Context: an optimization exercise on an open-source flow, tuned for small area and a short achievable clock period. The choices shown serve that exercise and are no tape-out recipe. RTL that was checked went through simulation tests only; none was proved equivalent to the original.

== red ==
==> flow/design.v (excerpt) <==
module ternary_sum_nine #(
    parameter WIDTH = 32
) (
    input clk,
    input [WIDTH-1:0] i0,
    input [WIDTH-1:0] i1,
    input [WIDTH-1:0] i2,
    input [WIDTH-1:0] i3,
    input [WIDTH-1:0] i4,
    input [WIDTH-1:0] i5,
    input [WIDTH-1:0] i6,
    input [WIDTH-1:0] i7,
    input [WIDTH-1:0] i8,
    output [WIDTH+4-1:0] o
);
For scale: ~330 I/O pins.
Settings: LEC_CHECK=0, ABC_CLOCK_PERIOD_IN_PS=1800, CAP_MARGIN=20, CORE_MARGIN=2, CORE_UTILIZATION=60, SLEW_MARGIN=20; clock period 5.5 ns.
standard.sh (not shown) runs the stock make flow with config.mk's settings and CLKGATE_MAP_FILE= SYNTH_SCRIPT=/design/flow/synth_recipe.tcl, a recipe that flattens the netlist after the stock synthesis.
==> flow/flow/run.sh <==
#!/bin/bash
set -e
export BUFFER_PORTS_ARGS="-buffer_cell sky130_fd_sc_hd__buf_1"
bash standard.sh > standard.log 2>&1
> inputs changed (red -> blue)
Settings: removing ABC_CLOCK_PERIOD_IN_PS (formerly 1800); changing CORE_UTILIZATION from 60 to 40.
==> comparison <==
- blue went all the way through the flow, and no timing, DRC or antenna check failed.
- In the tables for blue and red, number of vias in the routed layout reads lower with blue.
- Taking red as the reference point, the core area of blue rises by 50%.
- Changes observed in blue relative to red: pre-CTS setup slack went up, worst setup slack went up.
No functional check of the RTL was part of any run of this note.

the reference run:
Another version of the RTL of ternary_sum_nine (not shown whole).
Size in the first run: ~130 flip-flops, ~330 I/O pins, about 9400 sq um of cells after synthesis.
==> flow/config.mk <==
export PLATFORM = sky130hd
export DESIGN_NAME = ternary_sum_nine
export DESIGN_NICKNAME = ternary_sum_nine
export VERILOG_FILES = /design/flow/design.v
export SDC_FILE = /design/flow/constraint.sdc
export NUM_CORES = 4
export LEC_CHECK = 0
export ABC_AREA = 1
export CAP_MARGIN = 20
export CORE_MARGIN = 2
export CORE_UTILIZATION = 60
export CTS_BUF_LIST = sky130_fd_sc_hd__clkbuf_4
export SETUP_SLACK_MARGIN = 3.6
export SLEW_MARGIN = 20
==> flow/constraint.sdc <==
create_clock -name core_clock -period 5.5 [get_ports {clk}]
set_input_delay 1.1000 -clock core_clock [delete_from_list [all_inputs] [get_ports {clk}]]
set_output_delay 1.1000 -clock core_clock [all_outputs]
set_load 0.01 [all_outputs]
Scripts as last shown in full above: flow/flow/run.sh
The reference run | stages: all done | timing, DRC, antenna: all pass
What the trial run does differently from the reference run at the input level:
==> flow/flow/run.sh <==
#!/bin/bash
set -e
export BUFFER_PORTS_ARGS="-buffer_cell sky130_fd_sc_hd__buf_1"
export CTS_ARGS="-sink_clustering_enable -repair_clock_nets -dont_use_dummy_load -buf_list sky130_fd_sc_hd__clkbuf_8 -sink_clustering_size 24 -sink_clustering_max_diameter 80"
bash standard.sh > standard.log 2>&1
-- flow/config.mk --
<<< the reference run, line 10
export CORE_MARGIN = 2
export CORE_UTILIZATION = 60
export CTS_BUF_LIST = sky130_fd_sc_hd__clkbuf_4
export SETUP_SLACK_MARGIN = 3.6
export SLEW_MARGIN = 20
>>> the trial run, line 10
export CORE_MARGIN = 2
export CORE_UTILIZATION = 60
export SETUP_SLACK_MARGIN = 3.1
export SLEW_MARGIN = 20
export TNS_END_PERCENT = 10
[summary]
- The trial run ended up with a lower first-pass iteration count of the detailed router than the reference run did.
- Compared to the reference run, the routing of the trial run uses less wire.
- Side by side, final worst-path cycle share turned out lower in the trial run than in the reference run.
- The trial run vs the reference run on post-layout utilization of the core: the trial run is the lower one.

build 93:
ternary_sum_nine again, from the RTL that the note above started with.
clock: 5.5 ns
lec_check: 0
abc_area: 1
cap_margin: 20
core_margin: 2
core_utilization: 60
cts_buf_list: sky130_fd_sc_hd__clkbuf_4
setup_slack_margin: 3.2
slew_margin: 20
tns_end_percent: 10
==> flow/flow/run.sh <==
#!/bin/bash
set -e
export BUFFER_PORTS_ARGS="-buffer_cell sky130_fd_sc_hd__buf_1"
bash standard.sh > standard.log 2>&1
Build 93 ended with every stage complete and zero timing, DRC or antenna violations.
## Diff of input files: build 66 against build 93
- clearing SETUP_SLACK_MARGIN, which used to be 3.2
- clearing TNS_END_PERCENT, which used to be 10
==> comparison <==
Compared build 66 vs build 93, and number of filler cells placed in the layout is up in build 66.
NOTE: non-clock buffer count in build 66 falls short of that of build 93
From build 93 to build 66 the numbers moved as follows: number of gates resized after CTS moved down, setup slack after layout shows a reduction of 0.14 ns.
In the reports for build 66 and build 93, the smaller final instance area belongs to build 66.
Cmp build 66 vs build 93: critical path buffer and inverter count higher in build 66
Comparing build 93 against build 66, there is no change at all in total of max-cap violations.
Via count on build 66 is ahead of build 93.
The maximum clock frequency of build 66 is lower than that of build 93.
Relative to build 66, the following input files were edited for build 40:
- TNS_END_PERCENT newly set to 10
- CTS_BUF_LIST removed (was sky130_fd_sc_hd__clkbuf_4)
- SETUP_SLACK_MARGIN newly set to 3.1
- CORE_UTILIZATION changed from 60 to 65
==> flow/flow/run.sh <==
#!/bin/bash
set -e
export BUFFER_PORTS_ARGS="-buffer_cell sky130_fd_sc_hd__buf_1"
export CTS_ARGS="-sink_clustering_enable -repair_clock_nets -dont_use_dummy_load -buf_list sky130_fd_sc_hd__clkbuf_8"
bash standard.sh > standard.log 2>&1
## What came out
The run showing the greater cell depth of the worst flop-to-flop path is build 66.
| actual slew at the worst max-slew pin | build 40 vs build 66 | ≈ equal |
From build 66 to build 40, count of plain and timing-repair buffers did not move at all.
From build 66 to build 40 the numbers moved as follows: sequential cell count level, multi-input gate share of the layout cell area saw an increase, critical path data required time went down.
Setup slack in build 40 is 0.019 ns above build 66.
As far as sequential share of layout area is concerned, build 66 and build 40 perform about the same.

==> what the ideal ports hide <==
The flow's constraints put no driver on any port. The routed layouts listed below were extracted and timed again, unchanged, in two steps. Step 1 (the two cells are an assumption about what drives the block):
set clk [get_ports {clk}]
set_driving_cell -lib_cell sky130_fd_sc_hd__clkbuf_16 $clk
set_driving_cell -lib_cell sky130_fd_sc_hd__buf_2 [delete_from_list [all_inputs] $clk]
Step 2, shift: input delay + t, output delay - t, t = (earliest + latest rising clock arrival at the registers) / 2. This alone moves slack from input paths to output paths. a / b / c = no drivers / after step 1 / after step 2; a / b = the first two.
run | t, ns | setup slack, ns | hold slack, ns | worst slew at a driven data input, ns
red | 0.451 | 2.073 / 2.073 / 2.073 | 0.452 / 0.452 / 0.452 | 0.05
blue | 0.455 | 2.098 / 2.098 / 2.098 | 0.475 / 0.475 / 0.475 | 0.04
the reference run | 0.603 | 3.110 / 3.110 / 2.695 | 0.339 / 0.339 / 0.339 | 0.08
the trial run | 0.481 | 3.150 / 3.166 / 2.685 | 0.331 / 0.331 / 0.331 | 0.04
build 93 | 0.597 | 3.241 / 3.254 / 2.657 | 0.336 / 0.336 / 0.336 | 0.04
build 66 | 0.599 | 3.100 / 3.100 / 2.679 | 0.330 / 0.330 / 0.330 | 0.04
build 40 | 0.474 | 3.119 / 3.133 / 2.659 | 0.334 / 0.334 / 0.334 | 0.05
After both steps setup and hold are still met in every run listed. For build 93, which loses most, drivers alone change the setup slack by +0.013 ns; drivers and shift together by -0.584 ns.
